Background: an optimization exercise with open tools, aiming at small area and a short achievable clock period. Do not read the settings as production practice. RTL that was checked went through simulation tests only; none was proved equivalent to the original. For runs 4 to 6, only the layout was checked, not whether the RTL still works. No driver is modelled on the clock port, so clock power and skew are understated where the tree is cut down; a real chip needs a root buffer or a tree.

==> config.mk <==
export PLATFORM = sky130hd
export DESIGN_NAME = uart_circle_area
export DESIGN_NICKNAME = uart_circle_area
export VERILOG_FILES = /design/flow/design.v
export SDC_FILE = /design/flow/constraint.sdc
export NUM_CORES = 4
export LEC_CHECK = 0
export ABC_AREA = 1
export CAP_MARGIN = 20
export CORE_MARGIN = 2
export CORE_UTILIZATION = 40
export SLEW_MARGIN = 20
export SYNTH_HIERARCHICAL = 1
==> constraint.sdc <==
create_clock -name core_clock -period 24.0 [get_ports {clock}]
set_input_delay 4.8000 -clock core_clock [delete_from_list [all_inputs] [get_ports {clock}]]
set_output_delay 4.8000 -clock core_clock [all_outputs]
set_load 0.01 [all_outputs]
==> design.v <==
module uart_circle_area (
  input         clock,
  input         reset,
  input         rx_i,
  output [7:0]  rx_data,
  output [31:0] area_o,
  output reg    rx_data_valid,
  output reg    rx_error
);
  localparam IDLE = 4'b0000, CHECK_STOP = 4'b0001, ERROR = 4'b0010;
  reg [3:0]  state;
  reg [7:0]  shift;
  reg [17:0] acc;
  reg [1:0]  vg;
  wire       in_data = state[3];
  wire [2:0] cnt     = state[2:0];
  wire       in_cs   = (state == CHECK_STOP);
  wire       in_idle = (state == IDLE);
  always @(posedge clock) begin
    if (reset) begin
      state <= IDLE;
      shift <= 8'd0;
      rx_data_valid <= 1'b0;
      vg <= 2'b00;
      rx_error <= 1'b0;
    end else begin
      rx_error <= (state == ERROR);
      rx_data_valid <= in_cs ? rx_i : (in_idle & rx_data_valid);
      vg[0] <= in_cs ? rx_i : (in_idle & vg[0]);
      vg[1] <= in_cs ? rx_i : (in_idle & vg[1]);
      if (in_data) begin
        shift <= {rx_i, shift[7:1]};
        state <= (cnt == 3'd7) ? CHECK_STOP : state + 4'd1;
      end else if (in_cs) begin
        state <= rx_i ? IDLE : ERROR;
      end else if (in_idle) begin
        if (!rx_i) state <= 4'b1000;
      end else begin
        if (rx_i) state <= IDLE;
      end
    end
  end
  wire [7:0] mask = {cnt != 3'd0, cnt > 3'd1, cnt > 3'd2, cnt > 3'd3,
                     cnt > 3'd4, cnt > 3'd5, cnt > 3'd6, 1'b0};
  wire [7:0] sp   = shift & mask;
  wire [6:0] ahi  = (cnt == 3'd0) ? 7'd0 : acc[17:11];
  wire [8:0] sum;
  wire [8:2] sc;
  assign sum[0] = ahi[0];
  assign sum[1] = ahi[1] ^ sp[1];
  assign sc[2]  = ahi[1] & sp[1];
  genvar gi;
  generate
    for (gi = 2; gi < 7; gi = gi + 1) begin : g_sadd
      kmul_fa u_fa (.a(ahi[gi]), .b(sp[gi]), .ci(sc[gi]), .s(sum[gi]), .co(sc[gi+1]));
    end
  endgenerate
  assign sum[7] = ~(sp[7] ^ sc[7]);
  assign sum[8] = sp[7] | sc[7];
  wire [17:0] area;
  wire [15:0] s = acc[17:2];
  wire s1 = s[12] ^ s[8];
  wire c2 = s[12] & s[8];
  wire s3 = s[13] ^ s[9];
  wire c4 = s[13] & s[9];
  wire s5, c6;
  kmul_fa u_s5 (.a(s[14]), .b(s[10]), .ci(s[7]), .s(s5), .co(c6));
  wire s7, c8;
  kmul_fa u_s7 (.a(s[15]), .b(s[11]), .ci(s[8]), .s(s7), .co(c8));
  wire s9 = s[12] ^ s[9];
  wire c10 = s[12] & s[9];
  wire s11 = s[13] ^ s[10];
  wire c12 = s[13] & s[10];
  wire s13 = s[14] ^ s[11];
  wire c14 = s[14] & s[11];
  wire s15 = s[15] ^ s[12];
  wire c16 = s[15] & s[12];
  wire s17 = s[15] ^ s[4];
  wire c18 = s[15] & s[4];
  wire s19 = s[7] ^ s[3];
  wire c20 = s[7] & s[3];
  wire s21 = s[8] ^ s[4];
  wire c22 = s[8] & s[4];
  wire s23, c24;
  kmul_fa u_s23 (.a(s[9]), .b(s[5]), .ci(s[2]), .s(s23), .co(c24));
  wire s25, c26;
  kmul_fa u_s25 (.a(s[10]), .b(s[6]), .ci(s[3]), .s(s25), .co(c26));
  wire s27, c28;
  kmul_fa u_s27 (.a(s[11]), .b(s[7]), .ci(s[4]), .s(s27), .co(c28));
  wire s29, c30;
  kmul_fa u_s29 (.a(s[5]), .b(s[0]), .ci(s1), .s(s29), .co(c30));
  wire s31, c32;
  kmul_fa u_s31 (.a(s[6]), .b(s3), .ci(c2), .s(s31), .co(c32));
  wire s33, c34;
  kmul_fa u_s33 (.a(s[2]), .b(s5), .ci(c4), .s(s33), .co(c34));
  wire s35, c36;
  kmul_fa u_s35 (.a(s[3]), .b(s7), .ci(c6), .s(s35), .co(c36));
  wire s37, c38;
  kmul_fa u_s37 (.a(s[4]), .b(s9), .ci(c8), .s(s37), .co(c38));
  wire s39, c40;
  kmul_fa u_s39 (.a(s[5]), .b(s11), .ci(c10), .s(s39), .co(c40));
  wire s41, c42;
  kmul_fa u_s41 (.a(s[6]), .b(s13), .ci(c12), .s(s41), .co(c42));
  wire s43, c44;
  kmul_fa u_s43 (.a(s[7]), .b(s15), .ci(c14), .s(s43), .co(c44));
  wire s45, c46;
  kmul_fa u_s45 (.a(s[13]), .b(s[8]), .ci(c16), .s(s45), .co(c46));
  wire s47 = s[14] ^ s[9];
  wire c48 = s[14] & s[9];
  wire s49 = s[15] ^ s[10];
  wire c50 = s[15] & s[10];
  wire s51 = s[13] ^ s[2];
  wire c52 = s[13] & s[2];
  wire s53 = s[12] ^ s[14];
  wire c54 = ~s[12] & s[14];
  wire s55, c56;
  kmul_fa u_s55 (.a(~s[13]), .b(s[0]), .ci(s17), .s(s55), .co(c56));
  wire s57, c58;
  kmul_fa u_s57 (.a(~s[14]), .b(s[5]), .ci(c18), .s(s57), .co(c58));
  wire s59, c60;
  kmul_fa u_s59 (.a(~s[15]), .b(s[6]), .ci(s[2]), .s(s59), .co(c60));
  wire s61, c62;
  kmul_fa u_s61 (.a(1'b1), .b(s[0]), .ci(s19), .s(s61), .co(c62));
  wire s63, c64;
  kmul_fa u_s63 (.a(1'b1), .b(s21), .ci(c20), .s(s63), .co(c64));
  wire s65, c66;
  kmul_fa u_s65 (.a(1'b1), .b(s23), .ci(c22), .s(s65), .co(c66));
  wire s67, c68;
  kmul_fa u_s67 (.a(~s[0]), .b(s25), .ci(c24), .s(s67), .co(c68));
  wire s69, c70;
  kmul_fa u_s69 (.a(1'b1), .b(s27), .ci(c26), .s(s69), .co(c70));
  wire s71, c72;
  kmul_fa u_s71 (.a(~s[2]), .b(s29), .ci(c28), .s(s71), .co(c72));
  wire s73, c74;
  kmul_fa u_s73 (.a(~s[3]), .b(s31), .ci(c30), .s(s73), .co(c74));
  wire s75, c76;
  kmul_fa u_s75 (.a(~s[4]), .b(s33), .ci(c32), .s(s75), .co(c76));
  wire s77, c78;
  kmul_fa u_s77 (.a(~s[5]), .b(s35), .ci(c34), .s(s77), .co(c78));
  wire s79, c80;
  kmul_fa u_s79 (.a(~s[6]), .b(s37), .ci(c36), .s(s79), .co(c80));
  wire s81, c82;
  kmul_fa u_s81 (.a(~s[7]), .b(s39), .ci(c38), .s(s81), .co(c82));
  wire s83, c84;
  kmul_fa u_s83 (.a(~s[8]), .b(s41), .ci(c40), .s(s83), .co(c84));
  wire s85, c86;
  kmul_fa u_s85 (.a(~s[9]), .b(s43), .ci(c42), .s(s85), .co(c86));
  wire s87, c88;
  kmul_fa u_s87 (.a(~s[10]), .b(s45), .ci(c44), .s(s87), .co(c88));
  wire s89, c90;
  kmul_fa u_s89 (.a(~s[11]), .b(s47), .ci(c46), .s(s89), .co(c90));
  wire s91, c92;
  kmul_fa u_s91 (.a(~s[12]), .b(s49), .ci(c48), .s(s91), .co(c92));
  wire s93, c94;
  kmul_fa u_s93 (.a(~s[13]), .b(s[11]), .ci(c50), .s(s93), .co(c94));
  wire s95 = s[14] ^ s[12];
  wire c96 = ~s[14] & s[12];
  wire s97 = s[15] ^ s[13];
  wire c98 = ~s[15] & s[13];
  wire p99 = s53 ^ c52;
  wire g100 = ~s53 & c52;
  wire p101 = s55 ^ c54;
  wire g102 = s55 & c54;
  wire p103 = s57 ^ c56;
  wire g104 = s57 & c56;
  wire p105 = s59 ^ c58;
  wire g106 = s59 & c58;
  wire p107 = s61 ^ c60;
  wire g108 = s61 & c60;
  wire p109 = s63 ^ c62;
  wire g110 = s63 & c62;
  wire p111 = s65 ^ c64;
  wire g112 = s65 & c64;
  wire p113 = s67 ^ c66;
  wire g114 = s67 & c66;
  wire p115 = s69 ^ c68;
  wire g116 = s69 & c68;
  wire p117 = s71 ^ c70;
  wire g118 = s71 & c70;
  wire p119 = s73 ^ c72;
  wire g120 = s73 & c72;
  wire p121 = s75 ^ c74;
  wire g122 = s75 & c74;
  wire p123 = s77 ^ c76;
  wire g124 = s77 & c76;
  wire p125 = s79 ^ c78;
  wire g126 = s79 & c78;
  wire p127 = s81 ^ c80;
  wire g128 = s81 & c80;
  wire p129 = s83 ^ c82;
  wire g130 = s83 & c82;
  wire p131 = s85 ^ c84;
  wire g132 = s85 & c84;
  wire p133 = s87 ^ c86;
  wire g134 = s87 & c86;
  wire p135 = s89 ^ c88;
  wire g136 = s89 & c88;
  wire p137 = s91 ^ c90;
  wire g138 = s91 & c90;
  wire p139 = s93 ^ c92;
  wire g140 = s93 & c92;
  wire p141 = s95 ^ c94;
  wire g142 = ~s95 & c94;
  wire p143 = s97 ^ c96;
  wire g144 = ~s97 & c96;
  wire p145 = s[14] ^ c98;
  wire g146 = ~s[14] & c98;
  wire p147 = s[15] ^ s[14];
  wire g148 = ~s[15] & s[14];
  wire G149 = ~s[10] & ~s[9];
  wire G150 = s51 | (~s51 & G149);
  wire G151 = g100 | (~p99 & G150);
  wire G152 = g102 | (p101 & G151);
  wire G153 = g104 | (p103 & G152);
  wire G154 = g106 | (p105 & G153);
  wire G155 = g108 | (p107 & G154);
  wire G156 = g110 | (p109 & G155);
  wire G157 = g112 | (p111 & G156);
  wire G158 = g114 | (p113 & G157);
  wire G159 = g116 | (p115 & G158);
  wire G160 = g118 | (p117 & G159);
  wire G161 = g120 | (p119 & G160);
  wire G162 = g124 | (p123 & g122);
  wire P163 = p123 & p121;
  wire G164 = g128 | (p127 & g126);
  wire P165 = p127 & p125;
  wire G166 = g132 | (p131 & g130);
  wire P167 = p131 & p129;
  wire G168 = g136 | (p135 & g134);
  wire P169 = p135 & p133;
  wire G170 = g140 | (p139 & g138);
  wire P171 = p139 & p137;
  wire G172 = g144 | (~p143 & g142);
  wire P173 = ~p143 & ~p141;
  wire G174 = g148 | (~p147 & g146);
  wire P175 = ~p147 & ~p145;
  wire G176 = G162 | (P163 & G161);
  wire G177 = G166 | (P167 & G164);
  wire P178 = P167 & P165;
  wire G179 = G170 | (P171 & G168);
  wire P180 = P171 & P169;
  wire G181 = G174 | (P175 & G172);
  wire P182 = P175 & P173;
  wire G183 = G177 | (P178 & G176);
  wire G184 = G181 | (P182 & G179);
  wire P185 = P182 & P180;
  wire G186 = G184 | (P185 & G183);
  wire G187 = G179 | (P180 & G183);
  wire G188 = G164 | (P165 & G176);
  wire G189 = G168 | (P169 & G183);
  wire G190 = G172 | (P173 & G187);
  wire G191 = g122 | (p121 & G161);
  wire G192 = g126 | (p125 & G176);
  wire G193 = g130 | (p129 & G188);
  wire G194 = g134 | (p133 & G183);
  wire G195 = g138 | (p137 & G189);
  wire G196 = g142 | (~p141 & G187);
  wire G197 = g146 | (~p145 & G190);
  wire x198 = p113 ^ G157;
  wire x199 = p115 ^ G158;
  wire x200 = p117 ^ G159;
  wire x201 = p119 ^ G160;
  wire x202 = p121 ^ G161;
  wire x203 = p123 ^ G191;
  wire x204 = p125 ^ G176;
  wire x205 = p127 ^ G192;
  wire x206 = p129 ^ G188;
  wire x207 = p131 ^ G193;
  wire x208 = p133 ^ G183;
  wire x209 = p135 ^ G194;
  wire x210 = p137 ^ G189;
  wire x211 = p139 ^ G195;
  wire x212 = ~p141 ^ G187;
  wire x213 = ~p143 ^ G196;
  wire x214 = ~p145 ^ G190;
  wire x215 = ~p147 ^ G197;
  assign area = {x215, x214, x213, x212, x211, x210, x209, x208, x207, x206, x205, x204, x203, x202, x201, x200, x199, x198};
  wire [17:0] keep = in_cs ? area : acc;
  wire [8:0]  hi0  = in_data ? {2'b00, ahi} : keep[17:9];
  wire [8:0]  lo   = in_data ? acc[10:2] : keep[8:0];
  wire        take = in_data & rx_i;
  always @(posedge clock)
    acc <= {take ? sum : hi0, lo};
  assign rx_data = shift;
  assign area_o  = {14'd0, acc & {{6{rx_data_valid}}, {6{vg[1]}}, {6{vg[0]}}}};
endmodule
module kmul_fa(input a, input b, input ci, output s, output co);
  assign s  = a ^ b ^ ci;
  assign co = (a & b) | (a & ci) | (b & ci);
endmodule
==> flow/run.sh <==
#!/bin/bash
# The standard layout (the standard.sh: unchanged synthesis and steps) with
# these differences:
# - the port buffers that global placement puts on every input and output are
#   sky130_fd_sc_hd__buf_1 instead of the resizer's pick;
# - the tie-low cell that synthesis makes is not split into one cell per load
#   (SKIP_REPAIR_TIE_FANOUT), so the constant outputs share it;
# - after CTS, nbuf.tcl replaces the clock tree by 2 clkbuf_16 buffers, each fed
#   by the clock port and driving one placement cluster of the 34 flip-flops;
#   then the standard steps go on from global routing. The buffers are alike
#   and so are their loads, so all flip-flops see about the same clock arrival.
cp standard.sh standard.sh.txt
export BUFFER_PORTS_ARGS="-buffer_cell sky130_fd_sc_hd__buf_1"
export CTS_ARGS="-sink_clustering_enable -repair_clock_nets -buf_list sky130_fd_sc_hd__clkbuf_8 -root_buf sky130_fd_sc_hd__clkbuf_8 -dont_use_dummy_load"
export SKIP_REPAIR_TIE_FANOUT=1
bash standard.sh cts > standard_cts.log 2>&1
RES_DIR=orfs/results/sky130hd/uart_circle_area/base CLK_NET=clock NBUF=2 CLKBUF=sky130_fd_sc_hd__clkbuf_16 \
  openroad -no_init -exit flow/nbuf.tcl > nbuf.log 2>&1
bash standard.sh > standard.log 2>&1
==> flow/nbuf.tcl <==
# Replace the clock tree that CTS built by NBUF clock buffers (CLKBUF), each
# driven straight from the clock port and driving one cluster of flip-flop
# clock pins (k-means on the pin positions). Reads and rewrites the CTS result.
set res $::env(RES_DIR)
set nbuf $::env(NBUF)
read_db $res/4_1_cts.odb
set db [ord::get_db]
set block [ord::get_db_block]
set clk [$block findNet $::env(CLK_NET)]
set bufs {}
set nets {}
set sinks {}
proc walk {net} {
  global bufs nets sinks
  foreach it [$net getITerms] {
    if {[$it getIoType] != "INPUT"} { continue }
    set inst [$it getInst]
    set m [[$inst getMaster] getName]
    if {[string match "sky130_fd_sc_hd__clkbuf_*" $m]} {
      lappend bufs $inst
      set on [[$inst findITerm X] getNet]
      if {$on ne "NULL"} { lappend nets $on; walk $on }
    } else {
      lappend sinks $it
    }
  }
}
walk $clk
puts "nbuf: [llength $bufs] tree buffers, [llength $sinks] sinks"
set px {}; set py {}
foreach it $sinks {
  set b [[$it getInst] getBBox]
  lappend px [expr {([$b xMin] + [$b xMax]) / 2}]
  lappend py [expr {([$b yMin] + [$b yMax]) / 2}]
}
set n [llength $sinks]
# k-means, seeded by sinks spread along x
set order [lsort -integer -indices $px]
set cx {}; set cy {}
for {set k 0} {$k < $nbuf} {incr k} {
  set i [lindex $order [expr {int(($k + 0.5) * $n / $nbuf)}]]
  lappend cx [lindex $px $i]; lappend cy [lindex $py $i]
}
for {set iter 0} {$iter < 20} {incr iter} {
  set asg {}
  for {set i 0} {$i < $n} {incr i} {
    set best 0; set bd -1
    for {set k 0} {$k < $nbuf} {incr k} {
      set d [expr {abs([lindex $px $i] - [lindex $cx $k]) + abs([lindex $py $i] - [lindex $cy $k])}]
      if {$bd < 0 || $d < $bd} { set bd $d; set best $k }
    }
    lappend asg $best
  }
  for {set k 0} {$k < $nbuf} {incr k} {
    set sx 0; set sy 0; set c 0
    for {set i 0} {$i < $n} {incr i} {
      if {[lindex $asg $i] == $k} { incr sx [lindex $px $i]; incr sy [lindex $py $i]; incr c }
    }
    if {$c > 0} { lset cx $k [expr {$sx / $c}]; lset cy $k [expr {$sy / $c}] }
  }
}
foreach it $sinks { $it disconnect }
foreach b $bufs {
  foreach it [$b getITerms] { $it disconnect }
  odb::dbInst_destroy $b
}
foreach nn $nets { odb::dbNet_destroy $nn }
set master [$db findMaster $::env(CLKBUF)]
for {set k 0} {$k < $nbuf} {incr k} {
  set inst [odb::dbInst_create $block $master clkbuf_${k}_clock]
  set onet [odb::dbNet_create $block clknet_${k}_clock]
  $onet setSigType CLOCK
  [$inst findITerm A] connect $clk
  [$inst findITerm X] connect $onet
  set c 0
  for {set i 0} {$i < $n} {incr i} {
    if {[lindex $asg $i] == $k} { [lindex $sinks $i] connect $onet; incr c }
  }
  $inst setLocation [lindex $cx $k] [lindex $cy $k]
  $inst setPlacementStatus PLACED
  $inst setSourceType TIMING
  puts "nbuf: buffer $k at [lindex $cx $k] [lindex $cy $k] drives $c flip-flops"
}
detailed_placement
check_placement
write_db $res/4_1_cts.odb
write_db $res/4_cts.odb
==> standard.sh <==
#!/bin/bash
# synth_recipe.tcl (not shown) runs the flow's synth.tcl, then flattens the netlist and writes it again
# the make line also repeats each setting of config.mk as NAME=value (left out here)
make -C /OpenROAD-flow-scripts/flow DESIGN_CONFIG=/design/flow/config.mk WORK_HOME=/design/flow/orfs CLKGATE_MAP_FILE= SYNTH_SCRIPT=/design/flow/synth_recipe.tcl "${@:-finish}"
==> reports/metrics.csv, run 1 <==
metric,value,unit
clock.fmax,0.169,GHz
maxSlewViolCount,0,
grt_pass1_vias,2505,
synthSimpleGateAreaFrac,14.8,%
worstMarginPinSlew,0.995,ns
clock_latency,0.16,ns
final-seq-area,861,µm²
place.gp.congestion,0.830,
use_met2,27.1,%
multiInputGateArea,2370,µm²
final_core_util,43.1,%
syn-mean-instance-area,9.33,µm²
synth-warning-count,7,
grt_max_degree,30,
dp.final_hpwl,5970,µm
slew-limit-headroom,33.6,%
ys_types,29,
cp_slowest_stage_delay,0.60,ns
synthXorXnorAreaFrac,1.22,%
hold_buffers,0,
required,19.20,ns
initial_utilization,41.3,%
first_iter_violations,100,
grtUsageTotal,15.8,%
start_kind,register,
use_met3,2.20,%
antenna_found_initial,0,
io_pins,45,
final_antenna_net_count,0,
port-buffer-count,30,
cp_max_fo,8,
syn_to_final_growth,4.41,%
placed_cells,503,
yosys.area.top_type,fa_1,
setup_viol,0,
cp_cell_sequence,nand2_1 -> inv_1 -> buf_1,
ys_ff_latch,34,
ctsResizeCount,0,
cp_slowest_cell,edfxtp_1,
wl,7250,µm
synth_top_family_by_area,adder cells,
netlist.area_leader.share,27.8,%
yosys-top-cells-area,"fa_1 28%, edfxtp_1 15%, ha_1 15%",
min_period,5.91,ns
period_share,24.6,%
ys_seq_area_share,23.9,%
clk_pin_slew,0.10,ns
dieWidth,98.9,µm
grt_setup_unrepaired,no,
hp-class,reg -> reg,
post_cts_buffers,0,
chipHeight,98.9,µm
syn-num-nets,481,
core_area,8720,µm²
status,no timing/DRC/antenna violations,
route.detailed.drc,0,
synthCells,386,
synth_fa_ha_area_share,42.4,%
layout-drive-gt1-share,4.28,%
synth_compound_area_share,7.19,%
avgViaCountPerCell,4.90,
first_pass_iters,4,
netlist_area,3600,µm²
antenna_cells,0,
clock-sinks,34,
grt_pass1_wl,12400,µm
final_cell_mix,"76 x nand2_1, 61 x inv_1, 50 x fa_1, 42 x ha_1, 30 x buf_1",
synth.area.mux_share,0,%
path_class,reg -> out,
drv_cap,0,
grt_busiest_layer,met2,
tns,0,ns
num_rows,34,
grt_remaining_overflow,0,
die_area,9780,µm²
final_common_cell,nand2_1,
via_count,2472,
fin_cells,505,
final_nets,494,
cp.arrival,1.11,ns
endpoint_kind,output port,
fin_skew,0.0371,ns
fill_cells,851,
final-hold-violation-count,0,
met1_usage,21.7,%
wire_per_inst,14.3,µm
-- modules after synthesis (local to each module, per instance) --
module	flip-flops and latches	area [µm²]	cells inside
uart_circle_area	34	2820	347
kmul_fa	0	20.0	1
-- per-stage QoR --
stage | hold WS (ns) | setup slack, ns | area [µm²]
after floorplan | 0.484 | 18.45 | 3600
after global placement | 0.452 | 18.20 | 3710
after detailed placement | 0.459 | 18.10 | 3710
after CTS | 0.471 | 17.92 | 3780
after global routing | 0.508 | 17.83 | 3760
final | 0.473 | 18.09 | 3760
-- registers in the layout, summed over array words and instances, names as in the netlist --
signal,count
state,4
vg,2
rx_error,1
rx_data_valid,1
acc,18
shift,8
-- final timing paths --
kind	to	startpoint	slack (ns)	cells past startpoint
hold / removal	shift[0]	shift[0]	0.47	2
hold reg to reg	shift[0]	shift[0]	0.47	2
setup / recovery	area_o[11]	acc[11]	18.09	3
setup reg to reg	acc[17]	acc[17]	18.18	35
-- critical path: cells and delay by family, from the launching register on --
| kind | cells | cell delay (ns) |
|---|---|---|
| buf+inv | 2 | 0.23 |
| flops | 1 | 0.60 |
| simple gates | 1 | 0.12 |
-- synth_stat cells --
library cell,count
nand2_1,76
inv_1,61
fa_1,50
ha_1,42
nor2_1,24
a21oi_1,18
edfxtp_1,18
dfxtp_1,16
o21ai_0,16
buf_4,15
a211oi_1,6
nand2_2,6
nand3_1,6
xnor2_1,5
buf_2,3
clkbuf_1,3
nand3_2,3
or2_2,3
conb_1,2
nor3_1,2
o211ai_1,2
o22ai_1,2
a21boi_0,1
a221oi_1,1
inv_2,1
nor2_2,1
nor3_2,1
nor3b_1,1
or2_1,1
-- final cells by class --
type	instances	area share (%)
clock buffers	2	1.33
inverters	62	6.19
multi-input cells	269	63.0
flip-flops and latches	34	22.9
well taps	108	3.59
repair buffers	30	3.00
-- routing by layer --
metal / routed length [µm] / share of wire, %
met5: 0 / 0
met4: 51 / 0.70
met3: 279 / 3.9
met2: 3620 / 50
met1: 3290 / 45
-- kinds of logic (layout without fill, tap and decap cells) --
kind of cell	count (synthesis)	count (layout)
AOI/OAI and AO/OA	46	46
buffers and inverters	83	94
xor gates and xnor gates	5	5
and+or+nand+nor	124	124
other	2	2
DFF	34	34
adders and majority gates	92	92
==> run 2, diff against run 1 <==
--- a/flow/run.sh
+++ b/flow/run.sh
@@ -5,7 +5,7 @@
 #   sky130_fd_sc_hd__buf_1 instead of the resizer's pick;
 # - the tie-low cell that synthesis makes is not split into one cell per load
 #   (SKIP_REPAIR_TIE_FANOUT), so the constant outputs share it;
-# - after CTS, nbuf.tcl replaces the clock tree by 2 clkbuf_16 buffers, each fed
+# - after CTS, nbuf.tcl replaces the clock tree by 4 clkbuf_4 buffers, each fed
 #   by the clock port and driving one placement cluster of the 34 flip-flops;
 #   then the standard steps go on from global routing. The buffers are alike
 #   and so are their loads, so all flip-flops see about the same clock arrival.
@@ -14,6 +14,6 @@
 export CTS_ARGS="-sink_clustering_enable -repair_clock_nets -buf_list sky130_fd_sc_hd__clkbuf_8 -root_buf sky130_fd_sc_hd__clkbuf_8 -dont_use_dummy_load"
 export SKIP_REPAIR_TIE_FANOUT=1
 bash standard.sh cts > standard_cts.log 2>&1
-RES_DIR=orfs/results/sky130hd/uart_circle_area/base CLK_NET=clock NBUF=2 CLKBUF=sky130_fd_sc_hd__clkbuf_16 \
+RES_DIR=orfs/results/sky130hd/uart_circle_area/base CLK_NET=clock NBUF=4 CLKBUF=sky130_fd_sc_hd__clkbuf_4 \
   openroad -no_init -exit flow/nbuf.tcl > nbuf.log 2>&1
 bash standard.sh > standard.log 2>&1
==> run 2 against run 1 <==
Compared with the run above: critical path depth is the same; critical endpoint is now area_o[7]; clock-buffer cell count grew 2; via count grew 0.97%; synthesized cell count is the same.
==> reports/metrics.csv, run 2 <==
metric,value,unit,change
setup_viol,0,,unchanged
cp_slowest_stage_delay,0.64,ns,was 0.60 ns
port-buffer-count,30,,unchanged
wire_per_inst,14.3,µm,about the same
cp.arrival,1.15,ns,was 1.11 ns
rrSetupSlack,18.16,ns,was 18.18 ns
cp_cell_sequence,nand2_1 -> inv_1 -> buf_1,,unchanged
syn_to_final_growth,3.93,%,was 4.41%
syn-num-nets,481,,unchanged
placed_cells,503,,unchanged
post_cts_buffers,0,,unchanged
wl,7260,µm,was 7250 µm
r2r_start,acc[6],,was acc[17]
path_class,reg -> out,,unchanged
worstMarginPinSlew,0.988,ns,was 0.995 ns
clock-sinks,34,,unchanged
grt_pass1_wl,12400,µm,about the same
final_antenna_net_count,0,,unchanged
io_pins,45,,unchanged
place.gp.congestion,0.830,,unchanged
hp-start,shift[0],,unchanged
fin_skew,0.0333,ns,was 0.0371 ns
clk_pin_slew,0.12,ns,was 0.10 ns
initial_utilization,41.3,%,unchanged
first_pass_iters,4,,unchanged
hp-class,reg -> reg,,unchanged
r2r_cells,35,,unchanged
status,no timing/DRC/antenna violations,,unchanged
clock_latency,0.18,ns,was 0.16 ns
maxSlewViolCount,0,,unchanged
grt_pass1_vias,2524,,was 2505
ys.flop_type,edfxtp_1,,unchanged
yosys-top-cells-count,"76 x nand2_1, 61 x inv_1, 50 x fa_1",,unchanged
yosysMostFrequentCell,nand2_1,,unchanged
clock.fmax,0.168,GHz,was 0.169 GHz
largest_register,acc,,unchanged
hold_buffers,0,,unchanged
r2r_end,acc[17],,unchanged
netlist_area,3600,µm²,unchanged
syn-mean-instance-area,9.33,µm²,unchanged
largest_registers,"acc: 18 flops, shift: 8 flops, state: 4 flops",,unchanged
first_iter_violations,84,,was 100
final-hold-violation-count,0,,unchanged
start_kind,register,,unchanged
worst-path-buf-inv,2,,unchanged
ys_types,29,,unchanged
final_nets,496,,was 494
synthCells,386,,unchanged
slew-limit-headroom,34.0,%,was 33.6%
via_count,2496,,was 2472
whs_endpoint,shift[0],,unchanged
layout-drive-gt1-share,4.76,%,was 4.28%
core_area,8720,µm²,unchanged
die_area,9780,µm²,unchanged
dieWidth,98.9,µm,unchanged
cp_slowest_cell,edfxtp_1,,unchanged
ys_seq_area_share,23.9,%,unchanged
endpoint_kind,output port,,unchanged
antenna_found_initial,1,,was 0
yosys-top-cells-area,"fa_1 28%, edfxtp_1 15%, ha_1 15%",,unchanged
largest_register_ffs,18,,unchanged
route.detailed.drc,0,,unchanged
min_period,5.95,ns,was 5.91 ns
grt_max_degree,30,,unchanged
num_rows,34,,unchanged
netlist.area_leader.share,27.8,%,unchanged
async_flop_share,0,%,unchanged
cp_max_fo,7,,was 8
grtUsageTotal,16.0,%,was 15.8%
ctsResizeCount,0,,unchanged
min_delay_path_depth,2,,unchanged
crit_family,flip-flops,,unchanged
fin_cells,508,,was 505
final_common_cell,nand2_1,,unchanged
drv_cap,0,,unchanged
period_share,24.8,%,was 24.6%
tns,0,ns,unchanged
avgViaCountPerCell,4.91,,was 4.90
grt_setup_unrepaired,no,,unchanged
dp.final_hpwl,5970,µm,unchanged
grt_remaining_overflow,0,,unchanged
yosys.area.top_type,fa_1,,unchanged
final_cell_mix,"76 x nand2_1, 61 x inv_1, 50 x fa_1, 42 x ha_1, 30 x buf_1",,unchanged
required,19.20,ns,about the same
ys_ff_latch,34,,unchanged
synth_edf_count,18,,unchanged
synth-warning-count,7,,unchanged
chipHeight,98.9,µm,unchanged
[run 2: worst max-delay path by stage]
stage                       from        end  slack [ns]  cells after the start
final                     acc[7]  area_o[7]       18.05                      3
after global routing      acc[6]    acc[17]       17.79                     35
after CTS                 acc[7]  area_o[7]       17.92                      3
after detailed placement    rx_i    acc[15]       18.10                      5
after global placement      rx_i    acc[15]       18.20                      5
after floorplan             rx_i   state[1]       18.45                      4
[run 2: per-module statistics from Yosys, one instance, submodules excluded]
module            copies in the design  flip-flops and latches
kmul_fa                             39                       0
uart_circle_area                     1                      34
[run 2: worst register-to-register path: cells and delay by family, from the launching register on]
kind / cells / cell delay, ns
AND/OR/NAND/NOR: 26 / 1.82
flip-flops: 1 / 0.57
AO/OA/AOI/OAI: 1 / 0.10
adder cells (fa/ha/maj): 8 / 3.09
[run 2: metal layers]
layer | vias up | wire (µm) | global-route usage, % | share of wire [%]
met4 | 0 | 71 | 3.69 | 0.98
met3 | 5 | 230 | 3.05 | 3.2
met1 | 1225 | 3330 | 21.4 | 46
met5 | - | 0 | 0 | 0
met2 | 32 | 3630 | 27.2 | 50
li1 | 1234 | - | - | -
[run 2: cell families after synthesis]
logic type	count (synthesis)	synth area share, %
compound gates	46	7.19
xor+xnor	5	1.22
fa+ha+maj	92	42.4
buf+inv	83	10.3
flops	34	23.9
other cells	2	0.209
simple gates	124	14.8
[run 2: final cells by class]
class / count / area, µm²
fillers: 859 / 4980
clock buffers: 4 / 30.0
well taps: 108 / 135
diodes: 1 / 2.50
inverters: 62 / 233
repair buffers: 30 / 113
multi-input cells: 269 / 2370
flip-flops and latches: 34 / 861
[run 2: per-stage QoR]
step	setup slack (ns)	hold slack [ns]	util (%)	instance area [µm²]
floorplan	18.45	0.484	-	3600
global placement	18.20	0.452	42.5	3710
detailed placement	18.10	0.459	42.5	3710
CTS	17.92	0.471	43.3	3780
global route	17.79	0.507	42.9	3740
finish	18.05	0.472	42.9	3740
==> run 3, diff against run 2 <==
--- a/flow/run.sh
+++ b/flow/run.sh
@@ -5,7 +5,7 @@
 #   sky130_fd_sc_hd__buf_1 instead of the resizer's pick;
 # - the tie-low cell that synthesis makes is not split into one cell per load
 #   (SKIP_REPAIR_TIE_FANOUT), so the constant outputs share it;
-# - after CTS, nbuf.tcl replaces the clock tree by 4 clkbuf_4 buffers, each fed
+# - after CTS, nbuf.tcl replaces the clock tree by 3 clkbuf_8 buffers, each fed
 #   by the clock port and driving one placement cluster of the 34 flip-flops;
 #   then the standard steps go on from global routing. The buffers are alike
 #   and so are their loads, so all flip-flops see about the same clock arrival.
@@ -14,6 +14,6 @@
 export CTS_ARGS="-sink_clustering_enable -repair_clock_nets -buf_list sky130_fd_sc_hd__clkbuf_8 -root_buf sky130_fd_sc_hd__clkbuf_8 -dont_use_dummy_load"
 export SKIP_REPAIR_TIE_FANOUT=1
 bash standard.sh cts > standard_cts.log 2>&1
-RES_DIR=orfs/results/sky130hd/uart_circle_area/base CLK_NET=clock NBUF=4 CLKBUF=sky130_fd_sc_hd__clkbuf_4 \
+RES_DIR=orfs/results/sky130hd/uart_circle_area/base CLK_NET=clock NBUF=3 CLKBUF=sky130_fd_sc_hd__clkbuf_8 \
   openroad -no_init -exit flow/nbuf.tcl > nbuf.log 2>&1
 bash standard.sh > standard.log 2>&1
==> run 3 against run 2 <==
Compared with the run above: clock skew up 0.0043 ns; clock-buffer cell count decreased by 1; core utilization increased by 0.10 points; critical path depth unchanged; via count decreased by 0.12%; highest routed layer unchanged.
==> reports/metrics.csv, run 3 <==
metric,value,unit,change
via_count,2493,,was 2496
largest_register_ffs,18,,unchanged
clock.fmax,0.169,GHz,was 0.168 GHz
post_cts_buffers,0,,unchanged
yosys-top-cells-count,"76 x nand2_1, 61 x inv_1, 50 x fa_1",,unchanged
num_rows,34,,unchanged
final-hold-violation-count,0,,unchanged
chipHeight,98.9,µm,unchanged
required,19.20,ns,about the same
wire_per_inst,14.3,µm,about the same
clk_pin_slew,0.10,ns,was 0.12 ns
layout-drive-gt1-share,4.52,%,was 4.76%
place.gp.congestion,0.830,,unchanged
grt_max_degree,30,,unchanged
multiInputGateArea,2370,µm²,unchanged
r2r_cells,35,,unchanged
die_area,9780,µm²,unchanged
period_share,24.6,%,was 24.8%
r2r_start,acc[17],,was acc[6]
slew-limit-headroom,34.3,%,was 34.0%
ctsResizeCount,0,,unchanged
worstMarginPinSlew,0.984,ns,was 0.988 ns
port-buffer-count,30,,unchanged
ys_ff_latch,34,,unchanged
grt_pass1_wl,12300,µm,was 12400 µm
endpoint_kind,output port,,unchanged
placed_cells,503,,unchanged
clock-sinks,34,,unchanged
fill_cells,854,,was 859
io_pins,45,,unchanged
start_kind,register,,unchanged
syn-num-nets,481,,unchanged
ys_types,29,,unchanged
core_area,8720,µm²,unchanged
final_area,3750,µm²,was 3740 µm²
final-seq-area,861,µm²,unchanged
syn-mean-instance-area,9.33,µm²,unchanged
grt_pass1_vias,2510,,was 2524
netlist_area,3600,µm²,unchanged
dieWidth,98.9,µm,unchanged
grt_remaining_overflow,0,,unchanged
fin_skew,0.0376,ns,was 0.0333 ns
ys.flop_type,edfxtp_1,,unchanged
drv_cap,0,,unchanged
hp-start,shift[0],,unchanged
met1_usage,21.3,%,was 21.4%
synth_edf_count,18,,unchanged
clock_latency,0.16,ns,was 0.18 ns
final_antenna_net_count,0,,unchanged
grtUsageTotal,15.8,%,was 16.0%
yosys-top-cells-area,"fa_1 28%, edfxtp_1 15%, ha_1 15%",,unchanged
final_common_cell,nand2_1,,unchanged
first_iter_violations,72,,was 84
use_met2,27.2,%,unchanged
setup_viol,0,,unchanged
final_cell_mix,"76 x nand2_1, 61 x inv_1, 50 x fa_1, 42 x ha_1, 30 x buf_1",,unchanged
wl,7210,µm,was 7260 µm
netlist.area_leader.share,27.8,%,unchanged
largest_registers,"acc: 18 flops, shift: 8 flops, state: 4 flops",,unchanged
status,no timing/DRC/antenna violations,,unchanged
min_delay_path_depth,2,,unchanged
fin_hold_ws,0.473,ns,was 0.472 ns
syn_to_final_growth,4.17,%,was 3.93%
synthCells,386,,unchanged
placed_area,3710,µm²,unchanged
crit_start,acc[11],,was acc[7]
ys_seq_area_share,23.9,%,unchanged
avgViaCountPerCell,4.93,,was 4.91
antenna_found_initial,0,,was 1
fin_cells,506,,was 508
final_nets,495,,was 496
yosysMostFrequentCell,nand2_1,,unchanged
use_met3,2.62,%,was 3.05%
largest_register,acc,,unchanged
synth-warning-count,7,,unchanged
async_flop_share,0,%,unchanged
grt_setup_unrepaired,no,,unchanged
path_class,reg -> out,,unchanged
route.detailed.drc,0,,unchanged
hold_buffers,0,,unchanged
first_pass_iters,4,,unchanged
dp.final_hpwl,5970,µm,unchanged
min_period,5.91,ns,was 5.95 ns
cp_max_fo,8,,was 7
cp.arrival,1.11,ns,was 1.15 ns
maxSlewViolCount,0,,unchanged
grt_busiest_layer,met2,,unchanged
yosys.area.top_type,fa_1,,unchanged
antenna_cells,0,,was 1
tns,0,ns,unchanged
hp-class,reg -> reg,,unchanged
initial_utilization,41.3,%,unchanged
-- run 3: cell counts after synthesis --
Identical to the previous run, type by type.
-- run 3: cell type report --
cell class / count / share of cell area (%)
clock buffer: 3 / 1.10
inverter: 62 / 6.20
multi-input combinational: 269 / 63.1
sequential: 34 / 22.9
tap: 108 / 3.60
timing repair buffer: 30 / 3.00
-- run 3: critical path, cell delays in order (launching register included) --
cell and delay [ns]:
edfxtp_1 0.61, nand2_1 0.12, inv_1 0.08, buf_1 0.15
-- run 3: metrics by stage --
stage / setup slack, ns / utilization (%)
5_1_grt: 17.83 / 43.0
3_3_place_gp: 18.20 / 42.5
3_5_place_dp: 18.10 / 42.5
4_1_cts: 17.92 / 43.3
6_report: 18.09 / 43.0
2_1_floorplan: 18.45 / -
-- run 3: worst paths after layout --
path / slack, ns / to
setup / recovery: 18.09 / area_o[11]
hold / removal: 0.47 / shift[0]
setup reg to reg: 18.18 / acc[17]
hold reg to reg: 0.47 / shift[0]
-- run 3: cell families after synthesis --
group	after synthesis	synth area share (%)
AND/OR/NAND/NOR	124	14.8
buffers and inverters	83	10.3
other	2	0.209
AO/OA/AOI/OAI	46	7.19
adder cells (fa/ha/maj)	92	42.4
flip-flops	34	23.9
XOR/XNOR	5	1.22
-- run 3: metal layers --
metal	share of wire, %	up-vias
met5	0	-
met4	0.78	0
li1	-	1230
met3	3.0	4
met2	50	36
met1	46	1223
-- run 3: modules after synthesis (local to each module, per instance) --
module / copies in the design / flops+latches / cells
kmul_fa: 39 / 0 / 1
uart_circle_area: 1 / 34 / 347
==> run 4, diff against run 3 <==
--- a/design.v
+++ b/design.v
@@ -11,7 +11,6 @@
   reg [3:0]  state;
   reg [7:0]  shift;
   reg [17:0] acc;
-  reg [1:0]  vg;
   wire       in_data = state[3];
   wire [2:0] cnt     = state[2:0];
   wire       in_cs   = (state == CHECK_STOP);
@@ -21,13 +20,10 @@
       state <= IDLE;
       shift <= 8'd0;
       rx_data_valid <= 1'b0;
-      vg <= 2'b00;
       rx_error <= 1'b0;
     end else begin
       rx_error <= (state == ERROR);
       rx_data_valid <= in_cs ? rx_i : (in_idle & rx_data_valid);
-      vg[0] <= in_cs ? rx_i : (in_idle & vg[0]);
-      vg[1] <= in_cs ? rx_i : (in_idle & vg[1]);
       if (in_data) begin
         shift <= {rx_i, shift[7:1]};
         state <= (cnt == 3'd7) ? CHECK_STOP : state + 4'd1;
@@ -157,19 +153,19 @@
   wire c96 = ~s[14] & s[12];
   wire s97 = s[15] ^ s[13];
   wire c98 = ~s[15] & s[13];
-  wire p99 = s53 ^ c52;
+  wire p99 = ~s53 | c52;
   wire g100 = ~s53 & c52;
-  wire p101 = s55 ^ c54;
+  wire p101 = s55 | c54;
   wire g102 = s55 & c54;
-  wire p103 = s57 ^ c56;
+  wire p103 = s57 | c56;
   wire g104 = s57 & c56;
-  wire p105 = s59 ^ c58;
+  wire p105 = s59 | c58;
   wire g106 = s59 & c58;
-  wire p107 = s61 ^ c60;
+  wire p107 = s61 | c60;
   wire g108 = s61 & c60;
-  wire p109 = s63 ^ c62;
+  wire p109 = s63 | c62;
   wire g110 = s63 & c62;
-  wire p111 = s65 ^ c64;
+  wire p111 = s65 | c64;
   wire g112 = s65 & c64;
   wire p113 = s67 ^ c66;
   wire g114 = s67 & c66;
@@ -209,7 +205,7 @@
   wire g148 = ~s[15] & s[14];
   wire G149 = ~s[10] & ~s[9];
   wire G150 = s51 | (~s51 & G149);
-  wire G151 = g100 | (~p99 & G150);
+  wire G151 = g100 | (p99 & G150);
   wire G152 = g102 | (p101 & G151);
   wire G153 = g104 | (p103 & G152);
   wire G154 = g106 | (p105 & G153);
@@ -275,14 +271,14 @@
   wire x214 = ~p145 ^ G190;
   wire x215 = ~p147 ^ G197;
   assign area = {x215, x214, x213, x212, x211, x210, x209, x208, x207, x206, x205, x204, x203, x202, x201, x200, x199, x198};
-  wire [17:0] keep = in_cs ? area : acc;
+  wire [17:0] keep = in_cs ? ~area : acc;
   wire [8:0]  hi0  = in_data ? {2'b00, ahi} : keep[17:9];
   wire [8:0]  lo   = in_data ? acc[10:2] : keep[8:0];
   wire        take = in_data & rx_i;
   always @(posedge clock)
     acc <= {take ? sum : hi0, lo};
   assign rx_data = shift;
-  assign area_o  = {14'd0, acc & {{6{rx_data_valid}}, {6{vg[1]}}, {6{vg[0]}}}};
+  assign area_o  = {14'd0, ~(acc | {18{~rx_data_valid}})};
 endmodule
 module kmul_fa(input a, input b, input ci, output s, output co);
   assign s  = a ^ b ^ ci;
==> run 4 against run 3 <==
Compared with the run above: die area down 2.0%; highest routed layer unchanged; fmax decreased by 2.8%; still clean on timing, DRC and antenna; clock-buffer cell count is the same; critical endpoint unchanged; synthesized area is 2.1% lower.
==> reports/metrics.csv, run 4 <==
metric,value,unit,change
worstMarginPinSlew,0.995,ns,was 0.984 ns
use_met3,2.65,%,was 2.62%
hold_buffers,0,,unchanged
wire_per_inst,15.2,µm,was 14.3 µm
largest_register_ffs,18,,unchanged
dieWidth,97.9,µm,was 98.9 µm
route.detailed.drc,0,,unchanged
start_kind,register,,unchanged
layout-drive-gt1-share,3.32,%,was 4.52%
avgViaCountPerCell,5.01,,was 4.93
pre_cts_slack,18.09,ns,was 18.10 ns
largest_registers,"acc: 18 flops, shift: 8 flops, state: 4 flops",,unchanged
drv_cap,0,,unchanged
final_cell_mix,"56 x inv_1, 55 x nand2_1, 50 x fa_1, 44 x nor2_1, 35 x ha_1",,"was 76 x nand2_1, 61 x inv_1, 50 x fa_1, 42 x ha_1, 30 x buf_1"
clock.fmax,0.165,GHz,was 0.169 GHz
min_period,6.08,ns,was 5.91 ns
cp.arrival,1.28,ns,was 1.11 ns
cp_slowest_cell,clkinv_1,,was edfxtp_1
final_antenna_net_count,0,,unchanged
syn-mean-instance-area,9.25,µm²,was 9.33 µm²
yosys.area.top_type,fa_1,,unchanged
place.gp.congestion,0.811,,was 0.830
final-hold-violation-count,0,,unchanged
cp_max_fo,19,,was 8
hp-class,reg -> reg,,unchanged
synth_edf_count,18,,unchanged
yosysMostFrequentCell,inv_1,,was nand2_1
ctsResizeCount,0,,unchanged
wl,7610,µm,was 7210 µm
netlist.area_leader.share,28.4,%,was 27.8%
synth-warning-count,7,,unchanged
ys_seq_area_share,23.3,%,was 23.9%
ys_types,36,,was 29
async_flop_share,0,%,unchanged
syn-num-nets,469,,was 481
period_share,25.3,%,was 24.6%
final_common_cell,inv_1,,was nand2_1
syn_to_final_growth,3.87,%,was 4.17%
port-buffer-count,30,,unchanged
met1_usage,24.3,%,was 21.3%
first_iter_violations,106,,was 72
final_core_util,42.4,%,was 43.0%
clk_pin_slew,0.08,ns,was 0.10 ns
fin_skew,0.0172,ns,was 0.0376 ns
grt_busiest_layer,met2,,unchanged
num_rows,34,,unchanged
clock-sinks,32,,was 34
antenna_found_initial,0,,unchanged
die_area,9580,µm²,was 9780 µm²
grt_pass1_vias,2612,,was 2510
fin_cells,500,,was 506
tns,0,ns,unchanged
chipHeight,97.9,µm,was 98.9 µm
via_count,2507,,was 2493
fin_hold_ws,0.512,ns,was 0.473 ns
grtUsageTotal,17.5,%,was 15.8%
grt_remaining_overflow,0,,unchanged
slew-limit-headroom,33.6,%,was 34.3%
post_cts_buffers,0,,unchanged
grt_setup_unrepaired,no,,unchanged
endpoint_kind,output port,,unchanged
path_class,reg -> out,,unchanged
fill_cells,875,,was 854
placed_cells,497,,was 503
cp_cell_sequence,clkinv_1 -> nor2_1 -> buf_1,,was nand2_1 -> inv_1 -> buf_1
status,no timing/DRC/antenna violations,,unchanged
antenna_cells,0,,unchanged
final_nets,482,,was 495
required,19.20,ns,about the same
ys_ff_latch,32,,was 34
setup_viol,0,,unchanged
use_met2,29.2,%,was 27.2%
io_pins,45,,unchanged
core_area,8640,µm²,was 8720 µm²
fin_ws,17.92,ns,was 18.09 ns
cp_slowest_stage_delay,0.37,ns,was 0.61 ns
yosys-top-cells-count,"56 x inv_1, 55 x nand2_1, 50 x fa_1",,"was 76 x nand2_1, 61 x inv_1, 50 x fa_1"
first_pass_iters,4,,unchanged
synthCells,381,,was 386
maxSlewViolCount,0,,unchanged
largest_register,acc,,unchanged
netlist_area,3520,µm²,was 3600 µm²
yosys-top-cells-area,"fa_1 28%, edfxtp_1 15%, ha_1 12%",,"was fa_1 28%, edfxtp_1 15%, ha_1 15%"
ys.flop_type,edfxtp_1,,unchanged
grt_pass1_wl,13300,µm,was 12300 µm
dp.final_hpwl,6210,µm,was 5970 µm
grt_max_degree,31,,was 30
clock_latency,0.15,ns,was 0.16 ns
initial_utilization,40.8,%,was 41.3%
## run 4: cell types whose count changed in the layout (fill, tap and decap cells not counted), moves of 3 or more
cell and change:
nand2_1 -21, nor2_1 +20, ha_1 -7, a211oi_1 -6, inv_1 -5, nand2_2 -5, o21ai_0 +5, xor2_1 +5
a21oi_1 -3, a31oi_1 +3, nand3_1 +3, nand4_1 +3, xnor2_1 -3
## run 4: cell families after synthesis
group / count (synthesis) / share of synthesized area [%]
adder cells (fa/ha/maj): 85 / 40.8
AND/OR/NAND/NOR: 122 / 14.6
XOR/XNOR: 7 / 1.74
buffers and inverters: 81 / 11.0
AO/OA/AOI/OAI: 52 / 8.38
flip-flops: 32 / 23.3
other: 2 / 0.213
## run 4: stage by stage
step	cell area, µm²
CTS	3690
global route	3660
floorplan	3520
detailed placement	3620
global placement	3620
finish	3660
## run 4: path summary, 6_finish.rpt
| path | from | end | slack (ns) | cells past startpoint |
|---|---|---|---|---|
| worst max-delay path | rx_data_valid | area_o[11] | 17.92 | 3 |
| worst max register to register | acc[11] | acc[17] | 18.57 | 22 |
| worst min register to register | shift[7] | shift[7] | 0.51 | 2 |
| worst min-delay path | shift[7] | shift[7] | 0.51 | 2 |
## run 4: worst max-delay path: cells and delay by family (launching register included)
family / cells / cell delay [ns]
AND/OR/NAND/NOR: 1 / 0.25
buffers and inverters: 2 / 0.54
flip-flops: 1 / 0.34
## run 4: modules after synthesis, one instance, submodules excluded
module / cell area (µm²) / cells inside / flip-flops and latches
kmul_fa: 20.0 / 1 / 0
uart_circle_area: 2740 / 342 / 32
## run 4: final cells by class
type	instances	area (µm²)	area share, %
Timing Repair Buffer	30	113	3.08
Multi-Input combinational cell	268	2320	63.3
Inverter	59	234	6.39
Tap cell	108	135	3.69
Clock buffer	3	41.3	1.13
Sequential cell	32	821	22.4
## run 4: metal layers
metal	wire length, µm	part of all wire (%)
met1	3530	46
met5	0	0
met4	117	1.5
met3	380	5.0
met2	3590	47
==> run 5, diff against run 4 <==
--- a/design.v
+++ b/design.v
@@ -11,6 +11,7 @@
   reg [3:0]  state;
   reg [7:0]  shift;
   reg [17:0] acc;
+  reg        vgn;
   wire       in_data = state[3];
   wire [2:0] cnt     = state[2:0];
   wire       in_cs   = (state == CHECK_STOP);
@@ -20,10 +21,12 @@
       state <= IDLE;
       shift <= 8'd0;
       rx_data_valid <= 1'b0;
+      vgn <= 1'b1;
       rx_error <= 1'b0;
     end else begin
       rx_error <= (state == ERROR);
       rx_data_valid <= in_cs ? rx_i : (in_idle & rx_data_valid);
+      vgn <= in_cs ? ~rx_i : (~in_idle | vgn);
       if (in_data) begin
         shift <= {rx_i, shift[7:1]};
         state <= (cnt == 3'd7) ? CHECK_STOP : state + 4'd1;
@@ -278,7 +281,7 @@
   always @(posedge clock)
     acc <= {take ? sum : hi0, lo};
   assign rx_data = shift;
-  assign area_o  = {14'd0, ~(acc | {18{~rx_data_valid}})};
+  assign area_o  = {14'd0, ~(acc | {18{vgn}})};
 endmodule
 module kmul_fa(input a, input b, input ci, output s, output co);
   assign s  = a ^ b ^ ci;
==> run 5 against run 4 <==
Compared with the run above: still clean; clock skew is 0.0090 ns higher; non-clock buffer count rose by 1; core utilization increased by 0.37 points; highest routed layer unchanged.
==> reports/metrics.csv, run 5 <==
metric,value,unit,change
hp-class,reg -> reg,,unchanged
multiInputGateArea,2370,µm²,was 2320 µm²
port-buffer-count,30,,unchanged
fill_cells,870,,was 875
required,19.20,ns,about the same
final-hold-violation-count,0,,unchanged
clock_latency,0.15,ns,about the same
largest_registers,"acc: 18 flops, shift: 8 flops, state: 4 flops",,unchanged
r2r_end,acc[17],,unchanged
async_flop_share,0,%,unchanged
start_kind,register,,unchanged
final_nets,493,,was 482
grt_setup_unrepaired,no,,unchanged
r2r_cells,22,,unchanged
slew-limit-headroom,54.4,%,was 33.6%
r2r_start,acc[11],,unchanged
path_class,reg -> out,,unchanged
syn-num-nets,480,,was 469
whs_endpoint,rx_data_valid,,was shift[7]
netlist_area,3620,µm²,was 3520 µm²
route.detailed.drc,0,,unchanged
setup_viol,0,,unchanged
core_area,8760,µm²,was 8640 µm²
hp-start,rx_data_valid,,was shift[7]
cp_max_fo,19,,unchanged
drv_cap,0,,unchanged
fin_skew,0.0262,ns,was 0.0172 ns
post_cts_buffers,0,,unchanged
clk_pin_slew,0.10,ns,was 0.08 ns
largest_register_ffs,18,,unchanged
yosysMostFrequentCell,nand2_1,,was inv_1
dieWidth,99.1,µm,was 97.9 µm
num_rows,34,,unchanged
ys_ff_latch,33,,was 32
maxSlewViolCount,0,,unchanged
syn_to_final_growth,3.53,%,was 3.87%
io_pins,45,,unchanged
ys_seq_area_share,23.2,%,was 23.3%
final_common_cell,nand2_1,,was inv_1
min_delay_path_depth,2,,unchanged
chipHeight,99.1,µm,was 97.9 µm
worstMarginPinSlew,0.683,ns,was 0.995 ns
layout-drive-gt1-share,5.21,%,was 3.32%
antenna_cells,0,,unchanged
cp.arrival,1.21,ns,was 1.28 ns
dp.final_hpwl,6320,µm,was 6210 µm
grt_remaining_overflow,0,,unchanged
die_area,9830,µm²,was 9580 µm²
grt_pass1_wl,13600,µm,was 13300 µm
ys_types,39,,was 36
period_share,25.1,%,was 25.3%
syn-mean-instance-area,9.23,µm²,was 9.25 µm²
crit_family,flip-flops,,was buffers and inverters
synthCells,392,,was 381
clock-sinks,33,,was 32
synth-warning-count,7,,unchanged
final_cell_mix,"64 x nand2_1, 57 x inv_1, 50 x fa_1, 44 x nor2_1, 35 x ha_1",,"was 56 x inv_1, 55 x nand2_1, 50 x fa_1, 44 x nor2_1, 35 x ha_1"
ys.flop_type,edfxtp_1,,unchanged
via_count,2603,,was 2507
avgViaCountPerCell,5.09,,was 5.01
status,no timing/DRC/antenna violations,,unchanged
hold_buffers,0,,unchanged
clock.fmax,0.166,GHz,was 0.165 GHz
wl,7900,µm,was 7610 µm
min_period,6.01,ns,was 6.08 ns
grtUsageTotal,17.5,%,about the same
worst-path-buf-inv,1,,was 2
first_iter_violations,122,,was 106
tns,0,ns,unchanged
largest_register,acc,,unchanged
rrSetupSlack,18.69,ns,was 18.57 ns
ctsResizeCount,0,,unchanged
crit_cells,2,,was 3
place.gp.congestion,0.803,,was 0.811
grt_pass1_vias,2739,,was 2612
first_pass_iters,4,,unchanged
endpoint_kind,output port,,unchanged
netlist.area_leader.share,27.7,%,was 28.4%
yosys-top-cells-count,"64 x nand2_1, 57 x inv_1, 50 x fa_1",,"was 56 x inv_1, 55 x nand2_1, 50 x fa_1"
cp_slowest_cell,dfxtp_1,,was clkinv_1
grt_max_degree,33,,was 31
initial_utilization,41.3,%,was 40.8%
antenna_found_initial,0,,unchanged
wire_per_inst,15.5,µm,was 15.2 µm
final_antenna_net_count,0,,unchanged
yosys-top-cells-area,"fa_1 28%, edfxtp_1 15%, ha_1 12%",,unchanged
cp_cell_sequence,nor2_1 -> buf_1,,was clkinv_1 -> nor2_1 -> buf_1
cp_slowest_stage_delay,0.77,ns,was 0.37 ns
yosys.area.top_type,fa_1,,unchanged
synth_edf_count,18,,unchanged
final-seq-area,841,µm²,was 821 µm²
[run 5: cell count changes after synthesis, moves of 3 or more]
| cell | change |
|---|---|
| a21oi_1 | -3 |
| inv_2 | +4 |
| or2_2 | -3 |
| nand2_1 | +9 |
[run 5: how the worst max path moves through the flow]
stage                     slack [ns]  from         end
after global routing           17.88   vgn  area_o[13]
after floorplan                18.42   vgn  area_o[10]
after global placement         18.21   vgn  area_o[17]
after CTS                      17.82   vgn   area_o[2]
after detailed placement       18.14   vgn   area_o[2]
final                          17.99   vgn  area_o[13]
[run 5: modules after synthesis, one instance, submodules excluded]
module / copies in the design / cells inside
uart_circle_area: 1 / 353
kmul_fa: 39 / 1
[run 5: layer usage]
metal / routed length, µm / up-vias / global-route usage, %
li1: - / 1247 / -
met1: 3560 / 1278 / 23.3
met3: 345 / 10 / 2.67
met5: 0 / - / 0
met2: 3880 / 68 / 30.2
met4: 112 / 0 / 4.21
[run 5: cells by family (layout without fill, tap and decap cells)]
family,after synthesis,after routing,share of synthesized area (%)
buffers and inverters,85,96,11.2
xor gates and xnor gates,8,8,2.14
adders and majority gates,85,85,39.8
AOI/OAI and AO/OA,51,51,8.30
DFF,33,33,23.2
other,2,2,0.207
and+or+nand+nor,128,128,15.1
[run 5: cell type report]
class	instances	share of cell area [%]
Tap cell	108	3.61
Multi-Input combinational cell	274	63.3
Sequential cell	33	22.4
Inverter	62	6.34
Timing Repair Buffer	31	3.21
Clock buffer	3	1.10
[run 5: worst min-delay path: cells and delay by family (launching register included)]
kind / cells / cell delay (ns)
DFF: 1 / 0.32
AOI/OAI and AO/OA: 1 / 0.05
and+or+nand+nor: 1 / 0.06
[run 5: per-stage QoR]
stage               area (µm²)  utilization [%]  worst slack [ns]  hold WS (ns)  cells
global placement          3710             42.3             18.21         0.449    508
floorplan                 3620                -             18.42         0.483    392
finish                    3750             42.8             17.99         0.466    511
global route              3750             42.8             17.88         0.512    511
CTS                       3770             43.1             17.82         0.464    513
detailed placement        3710             42.3             18.14         0.455    508
==> run 6, diff against run 5 <==
--- a/design.v
+++ b/design.v
@@ -11,7 +11,7 @@
   reg [3:0]  state;
   reg [7:0]  shift;
   reg [17:0] acc;
-  reg        vgn;
+  reg [1:0]  vgn;
   wire       in_data = state[3];
   wire [2:0] cnt     = state[2:0];
   wire       in_cs   = (state == CHECK_STOP);
@@ -21,12 +21,13 @@
       state <= IDLE;
       shift <= 8'd0;
       rx_data_valid <= 1'b0;
-      vgn <= 1'b1;
+      vgn <= 2'b11;
       rx_error <= 1'b0;
     end else begin
       rx_error <= (state == ERROR);
       rx_data_valid <= in_cs ? rx_i : (in_idle & rx_data_valid);
-      vgn <= in_cs ? ~rx_i : (~in_idle | vgn);
+      vgn[0] <= in_cs ? ~rx_i : (~in_idle | vgn[0]);
+      vgn[1] <= in_cs ? ~rx_i : (~in_idle | vgn[1]);
       if (in_data) begin
         shift <= {rx_i, shift[7:1]};
         state <= (cnt == 3'd7) ? CHECK_STOP : state + 4'd1;
@@ -281,7 +282,7 @@
   always @(posedge clock)
     acc <= {take ? sum : hi0, lo};
   assign rx_data = shift;
-  assign area_o  = {14'd0, ~(acc | {18{vgn}})};
+  assign area_o  = {14'd0, ~(acc | {{6{~rx_data_valid}}, {6{vgn[1]}}, {6{vgn[0]}}})};
 endmodule
 module kmul_fa(input a, input b, input ci, output s, output co);
   assign s  = a ^ b ^ ci;
==> run 6 against run 5 <==
Compared with the run above: core utilization up 0.15 points; design area down 0.63%; clock-buffer cell count unchanged; flip-flop and latch count up 1; highest routed layer unchanged.
==> reports/metrics.csv, run 6 <==
metric,value,unit,change
grt_pass1_vias,2741,,was 2739
clock.fmax,0.169,GHz,was 0.166 GHz
final_cell_mix,"60 x inv_1, 58 x nand2_1, 50 x fa_1, 41 x nor2_1, 35 x ha_1",,"was 64 x nand2_1, 57 x inv_1, 50 x fa_1, 44 x nor2_1, 35 x ha_1"
syn-mean-instance-area,9.14,µm²,was 9.23 µm²
clock_latency,0.17,ns,was 0.15 ns
yosys-top-cells-area,"fa_1 28%, edfxtp_1 15%, ha_1 12%",,unchanged
grt_remaining_overflow,0,,unchanged
first_pass_iters,5,,was 4
final-hold-violation-count,0,,unchanged
final_common_cell,inv_1,,was nand2_1
antenna_cells,0,,unchanged
min_delay_path_depth,2,,unchanged
wire_per_inst,15.2,µm,was 15.5 µm
hp-start,shift[0],,was rx_data_valid
clk_pin_slew,0.12,ns,was 0.10 ns
final_nets,493,,unchanged
setup_viol,0,,unchanged
synthSimpleGateAreaFrac,13.8,%,was 15.1%
post_cts_buffers,0,,unchanged
cp.arrival,1.13,ns,was 1.21 ns
multiInputGateArea,2330,µm²,was 2370 µm²
port-buffer-count,30,,unchanged
cp_slowest_stage_delay,0.59,ns,was 0.77 ns
r2r_start,acc[11],,unchanged
ys.flop_type,edfxtp_1,,unchanged
final_antenna_net_count,0,,unchanged
synth-warning-count,7,,unchanged
wl,7780,µm,was 7900 µm
cp_slowest_cell,edfxtp_1,,was dfxtp_1
ctsResizeCount,0,,unchanged
hp-class,reg -> reg,,unchanged
fin_skew,0.0588,ns,was 0.0262 ns
whs_endpoint,shift[0],,was rx_data_valid
grt_pass1_wl,13300,µm,was 13600 µm
chipHeight,98.3,µm,was 99.1 µm
path_class,reg -> out,,unchanged
netlist.area_leader.share,28.1,%,was 27.7%
via_count,2617,,was 2603
grt_setup_unrepaired,no,,unchanged
dp.final_hpwl,6360,µm,was 6320 µm
largest_registers,"acc: 18 flops, shift: 8 flops, state: 4 flops",,unchanged
grtUsageTotal,17.2,%,was 17.5%
synth_fa_ha_area_share,40.5,%,was 39.8%
start_kind,register,,unchanged
syn_to_final_growth,4.68,%,was 3.53%
netlist_area,3560,µm²,was 3620 µm²
yosys-top-cells-count,"60 x inv_1, 58 x nand2_1, 50 x fa_1",,"was 64 x nand2_1, 57 x inv_1, 50 x fa_1"
avgViaCountPerCell,5.12,,was 5.09
syn-num-nets,477,,was 480
endpoint_kind,output port,,unchanged
place.gp.congestion,0.851,,was 0.803
die_area,9660,µm²,was 9830 µm²
placed_area,3680,µm²,was 3710 µm²
fill_cells,887,,was 870
layout-drive-gt1-share,3.23,%,was 5.21%
synth.area.mux_share,0,%,unchanged
synth_compound_area_share,9.39,%,was 8.30%
r2r_end,acc[17],,unchanged
antenna_found_initial,0,,unchanged
cp_max_fo,8,,was 19
core_area,8680,µm²,was 8760 µm²
synth_top_family_by_area,adder cells,,unchanged
maxSlewViolCount,0,,unchanged
worst-path-buf-inv,1,,unchanged
cp_cell_sequence,nor2_1 -> buf_1,,unchanged
num_rows,34,,unchanged
ys_ff_latch,34,,was 33
synthCells,389,,was 392
grt_max_degree,31,,was 33
synthXorXnorAreaFrac,1.69,%,was 2.14%
hold_buffers,0,,unchanged
dieWidth,98.3,µm,was 99.1 µm
crit_family,flip-flops,,unchanged
required,19.20,ns,about the same
first_iter_violations,66,,was 122
drv_cap,0,,unchanged
initial_utilization,41.0,%,was 41.3%
final-seq-area,861,µm²,was 841 µm²
r2r_cells,22,,unchanged
min_period,5.93,ns,was 6.01 ns
clock-sinks,34,,was 33
route.detailed.drc,0,,unchanged
status,no timing/DRC/antenna violations,,unchanged
synth_edf_count,18,,unchanged
yosysMostFrequentCell,inv_1,,was nand2_1
io_pins,45,,unchanged
yosys.area.top_type,fa_1,,unchanged
ys_types,35,,was 39
tns,0,ns,unchanged
largest_register_ffs,18,,unchanged
fin_hold_ws,0.520,ns,was 0.466 ns
final_area,3720,µm²,was 3750 µm²
rrSetupSlack,18.69,ns,about the same
period_share,24.7,%,was 25.1%
final_core_util,42.9,%,was 42.8%
ys_seq_area_share,24.2,%,was 23.2%
largest_register,acc,,unchanged
async_flop_share,0,%,unchanged
-- run 6: cell count changes after synthesis, moves of 3 or more --
cell / before / now
a21oi_1: 12 / 20
nand2_1: 64 / 58
buf_2: 6 / 2
clkbuf_1: 0 / 4
o21ai_0: 19 / 23
buf_6: 3 / 0
inv_1: 57 / 60
nor2_1: 44 / 41
o22ai_1: 3 / 6
xnor2_1: 4 / 1
-- run 6: stage by stage --
step	setup slack, ns	instances
floorplan	18.46	389
finish	18.07	511
global route	18.00	511
global placement	18.17	508
CTS	17.94	513
detailed placement	18.13	508
-- run 6: final cells by class --
| cell class | count | share of cell area, % |
|---|---|---|
| Multi-Input combinational cell | 272 | 62.6 |
| Sequential cell | 34 | 23.1 |
| Inverter | 63 | 6.35 |
| Tap cell | 108 | 3.63 |
| Timing Repair Buffer | 31 | 3.23 |
| Clock buffer | 3 | 1.11 |
-- run 6: how the worst max path moves through the flow --
stage / startpoint / endpoint / slack (ns) / cells after the start
final: acc[16] / area_o[16] / 18.07 / 2
after global routing: acc[16] / area_o[16] / 18.00 / 2
after CTS: acc[16] / area_o[16] / 17.94 / 2
after detailed placement: rx_i / acc[11] / 18.13 / 5
after global placement: rx_i / acc[11] / 18.17 / 5
after floorplan: acc[16] / area_o[16] / 18.46 / 1
-- run 6: tightest hold or removal path, delay by kind of cell (launching register included) --
kind,cells,cell delay (ns)
AO/OA/AOI/OAI,1,0.07
AND/OR/NAND/NOR,1,0.08
flip-flops,1,0.33
-- run 6: per-module statistics from Yosys, one instance, submodules excluded --
module | flops+latches | cells | area, µm²
kmul_fa | 0 | 1 | 20.0
uart_circle_area | 34 | 350 | 2780
-- run 6: cell families after synthesis --
kind of cell    after synthesis
xor+xnor                      6
buf+inv                      83
compound gates               60
fa+ha+maj                    85
other cells                   2
flops                        34
simple gates                119
-- run 6: routing by layer --
metal  GRT usage (%)  part of all wire (%)  up-vias
li1                -                     -     1248
met1            23.0                    45     1293
met2            29.6                    49       67
met3            2.22                   4.2        9
met4            4.53                   1.4        0
met5               0                     0        -

## afterwards: timing with drivers on the ports
Ports are ideal in the flow. The routed layouts listed here were re-timed in OpenROAD.
Step 1 assumes that a clkbuf_16 drives the clock port and a buf_2 every other input.
Step 2 also shifts input and output timing later by t, the mid clock arrival at the registers, as if the neighbouring blocks saw the same clock.
Slacks: ideal / step 1 / step 2; pairs: ideal / step 1.
| run | t, ns | slack for setup (ns) | slew at the worst register clock pin (ns) |
|---|---|---|---|
| run 1 | 0.196 | 18.088 / 18.034 / 18.111 | 0.10 / 0.10 |
| run 2 | 0.217 | 18.052 / 17.996 / 18.086 | 0.12 / 0.12 |
| run 3 | 0.191 | 18.093 / 18.039 / 18.115 | 0.10 / 0.10 |
| run 4 | 0.189 | 17.922 / 17.870 / 18.059 | 0.08 / 0.08 |
| run 5 | 0.194 | 17.986 / 17.933 / 18.127 | 0.10 / 0.10 |
| run 6 | 0.195 | 18.068 / 18.016 / 18.169 | 0.12 / 0.12 |
After both steps setup and hold are still met in every run listed.
